Context: an optimization exercise on an open-source flow, tuned for small area, a short achievable clock period and few clock cycles. The choices shown serve that exercise and are no tape-out recipe. The RTL was checked by simulation tests, not by an equivalence proof against the original design. Power figures rest on the tool's default switching activity, not on a simulated workload.

Design brainfuck, start of the top module:
module brainfuck(
  input clk,
  input rst,
  output [10:0] code_addr,
  input  [7:0]  code_data,
  output        out_valid,
  output [7:0]  out_data,
  input         out_ready,
  input         in_valid,
  input  [7:0]  in_data,
  output        in_ready,
  output        halted
);
Size in the first run: ~79000 um^2 of cells after synthesis.
clock: 10.0 ns
lec_check: 0
cap_margin: 20
cell_pad_in_sites_detail_placement: 1
core_margin: 2
core_utilization: 40
cts_cluster_diameter: 90
cts_cluster_size: 28
place_density: 0.5
slew_margin: 40
standard.sh (not shown) runs the stock make flow with config.mk's settings and CLKGATE_MAP_FILE= SYNTH_SCRIPT=/design/flow/synth_recipe.tcl, a recipe that flattens the netlist after the stock synthesis.
==> flow/flow/run.sh <==
#!/bin/bash
set -euo pipefail
bash standard.sh \
  "BUFFER_PORTS_ARGS=-buffer_cell sky130_fd_sc_hd__buf_4" \
  "SETUP_SLACK_MARGIN=6.5" \
  finish > standard_flow.log 2>&1
Testbench counts at the start, summed over its fixed seeds: cycles 316,232.
==> next run, changes <==
--- a/flow/design.v
+++ b/flow/design.v
@@ -29,13 +29,12 @@
 reg [7:0]  od;
 reg        rst_q;      
 reg        inr;        
 reg        sel_r, sel_l, sel_a, sel_hw;
 reg        rec_ok;
 reg [3:0]  roff;                
-reg [2*W:0] roh;                
 reg [7:0]  dl [0:2*W];          
 reg        rep;                 
 reg [7:0]  nrem;                
 localparam SD = 8;
 reg [10:0] stk_n [0:SD-1];
 reg [3:0]  vcnt;       
@@ -115,24 +114,13 @@
 wire hit_f     = cval[pc[CB-1:0]] && ctag[pc[CB-1:0]] == pc[10:CB];
 wire top_ok    = push | (pop ? v1 : v0);
 wire pred      = d_close & pred_ok & nz_next & top_ok;
 wire fjump     = d_open & pred_ok & hit_f & ~nz_next;
 wire [10:0] top_after = push ? pc : pop ? stk1 : stk0;
 wire frozen    = halt_r | halt_now;
-wire adv_r     = ~redirect & ~frozen & (~rep | rep_end);
-wire adv       = ~stall & adv_r;
-wire [10:0] pc_hold = redirect ? rtarget : pc;
-wire [10:0] pc_top  = adv_r ? top_after : pc_hold;
-wire [10:0] pc_ct   = adv_r ? ctgt[pc[CB-1:0]] : pc_hold;
-wire [10:0] pc_seq  = adv_r ? (bscan ? pc - 11'd1 : pc + 11'd1) : pc_hold;
-wire c_top = pred_ok & nz_next & top_ok;
-wire c_ct  = pred_ok & hit_f & ~nz_next;
-wire [10:0] pc_d = stall ? pc :
-                   (d_close & c_top) ? pc_top :
-                   (d_open & c_ct) ? pc_ct : pc_seq;
-always @(posedge clk) pc <= rst ? 11'd0 : pc_d;
+wire adv       = ~stall & ~redirect & ~frozen & (~rep | rep_end);
 wire skip_exit  = sk & e_close & depth == 4'd0;
 wire skip_next  = enter_skip | (skip & ~skip_exit);
 wire noex_next  = skip_next | bs_start | (bscan & ~bs_found);
 wire mvr_next   = adv & d_right & ~noex_next;
 wire mvl_next   = adv & d_left & ~noex_next;
 wire apply_next = c_rep ? c0[0] : (rep & ~rep_end & nrem[1]);
@@ -149,12 +137,13 @@
   if (rst | redirect) inr <= 1'b0;
   else if (adv) inr <= d_comma & ~noex_next;
 end
 always @(posedge clk) begin
   rst_q <= rst;
   if (rst) begin
+    pc <= 11'd0;
     v_e <= 1'b0;
     pred_e <= 1'b0;
     skip <= 1'b0;
     depth <= 4'd0;
     f1 <= 1'b0;
     clrp <= 1'b0;
@@ -165,16 +154,18 @@
     cval <= {CN{1'b0}};
     vcnt <= 4'd0;
     bscan <= 1'b0;
     x_e <= 1'b0;
   end else begin
     if (redirect) begin
+      pc <= rtarget;
       v_e <= 1'b0;
       x_e <= 1'b0;
     end else if (adv) begin
       x_e <= ~noex_next;
+      pc <= pred ? top_after : fjump ? ctgt[pc[CB-1:0]] : bscan ? pc - 11'd1 : pc + 11'd1;
       e_fsk <= fjump;
       pc_e <= pc;
       v_e <= 1'b1;
       pred_e <= pred;
       e_plus <= d_plus;   e_minus <= d_minus;
       e_left <= d_left;   e_right <= d_right;
@@ -186,28 +177,21 @@
       f1 <= push;
       clrp <= (e_plus | e_minus) & f1;
     end
     if (push) begin
       rec_ok <= 1'b1;
       roff <= 4'd0;
-      roh <= {{W{1'b0}}, 1'b1, {W{1'b0}}};
     end else if (ex & rec_ok) begin
       if (e_dot | e_comma | e_open | e_close) rec_ok <= 1'b0;
       if (e_right) begin
         if (roff == OFF_MAX) rec_ok <= 1'b0;
-        else begin
-          roff <= roff + 4'd1;
-          roh <= roh << 1;
-        end
+        else roff <= roff + 4'd1;
       end
       if (e_left) begin
         if (roff == OFF_MIN) rec_ok <= 1'b0;
-        else begin
-          roff <= roff - 4'd1;
-          roh <= roh >> 1;
-        end
+        else roff <= roff - 4'd1;
       end
     end
     if (c_rep) begin
       rep <= 1'b1;
       nrem <= unit_dn ? c0 : 8'd0 - c0;
     end else if (rep) begin
@@ -265,13 +249,13 @@
 end
 wire [7:0] dl_upd = dl_cur + {{7{e_minus}}, 1'b1};
 wire       rec_w  = ex & rec_ok & (e_plus | e_minus);
 genvar j;
 generate for (j = 0; j <= 2*W; j = j + 1) begin : rd
   localparam [3:0] OFF = j - W;
-  assign here[j] = roh[j];
+  assign here[j] = roff == OFF;
   always @(posedge clk) begin
     if (push) dl[j] <= 8'd0;
     else if (rep) dl[j] <= dl[j] << 1;
     else if (rec_w & here[j]) dl[j] <= dl_upd;
   end
 end endgenerate
After rerunning: The changed run finished clean. Sequential share of layout area shrinks by 0.10 points. Routed wire length shrinks by 3.5%. Maximum frequency shrinks by 1.5%. Clock power grows by about 2%. Clock skew grows by 0.0066 ns. Design area shrinks by 0.35%. Synthesized area shrinks by 0.78%. Total power shrinks by 1.1%. Register-to-register slack degrades by 0.16 ns. Count of clock-buffer cells in the layout grows by 5. Setup slack degrades by 0.054 ns. Utilization grows by 0.25 points.
Testbench counts after the change, summed over its fixed seeds: cycles 316,232.

separate check: timing with driven ports:
How much do the figures lean on ideal ports? The routed layouts below were timed once more, with nothing changed but the port constraints. Step 1, drivers: a clkbuf_16 drives clk and a buf_2 each remaining input, both assumed. Step 2 moves the port delays by t, midway between the first and last clock arrival at a register: inputs arrive t later, outputs are due t later. That takes back most of the time a late clock gives input paths. Three values: ideal, step 1, step 2; two values: the first two.
run	t, ns	setup slack, ns	worst register clock-pin slew, ns
the first run	0.855	6.482 / 6.506 / 5.675	0.11 / 0.11
the second run	0.842	6.428 / 6.428 / 5.779	0.12 / 0.12
After both steps every run listed still meets setup and hold. For the first run, which loses most, drivers alone change the setup slack by +0.024 ns; drivers and shift together by -0.807 ns.
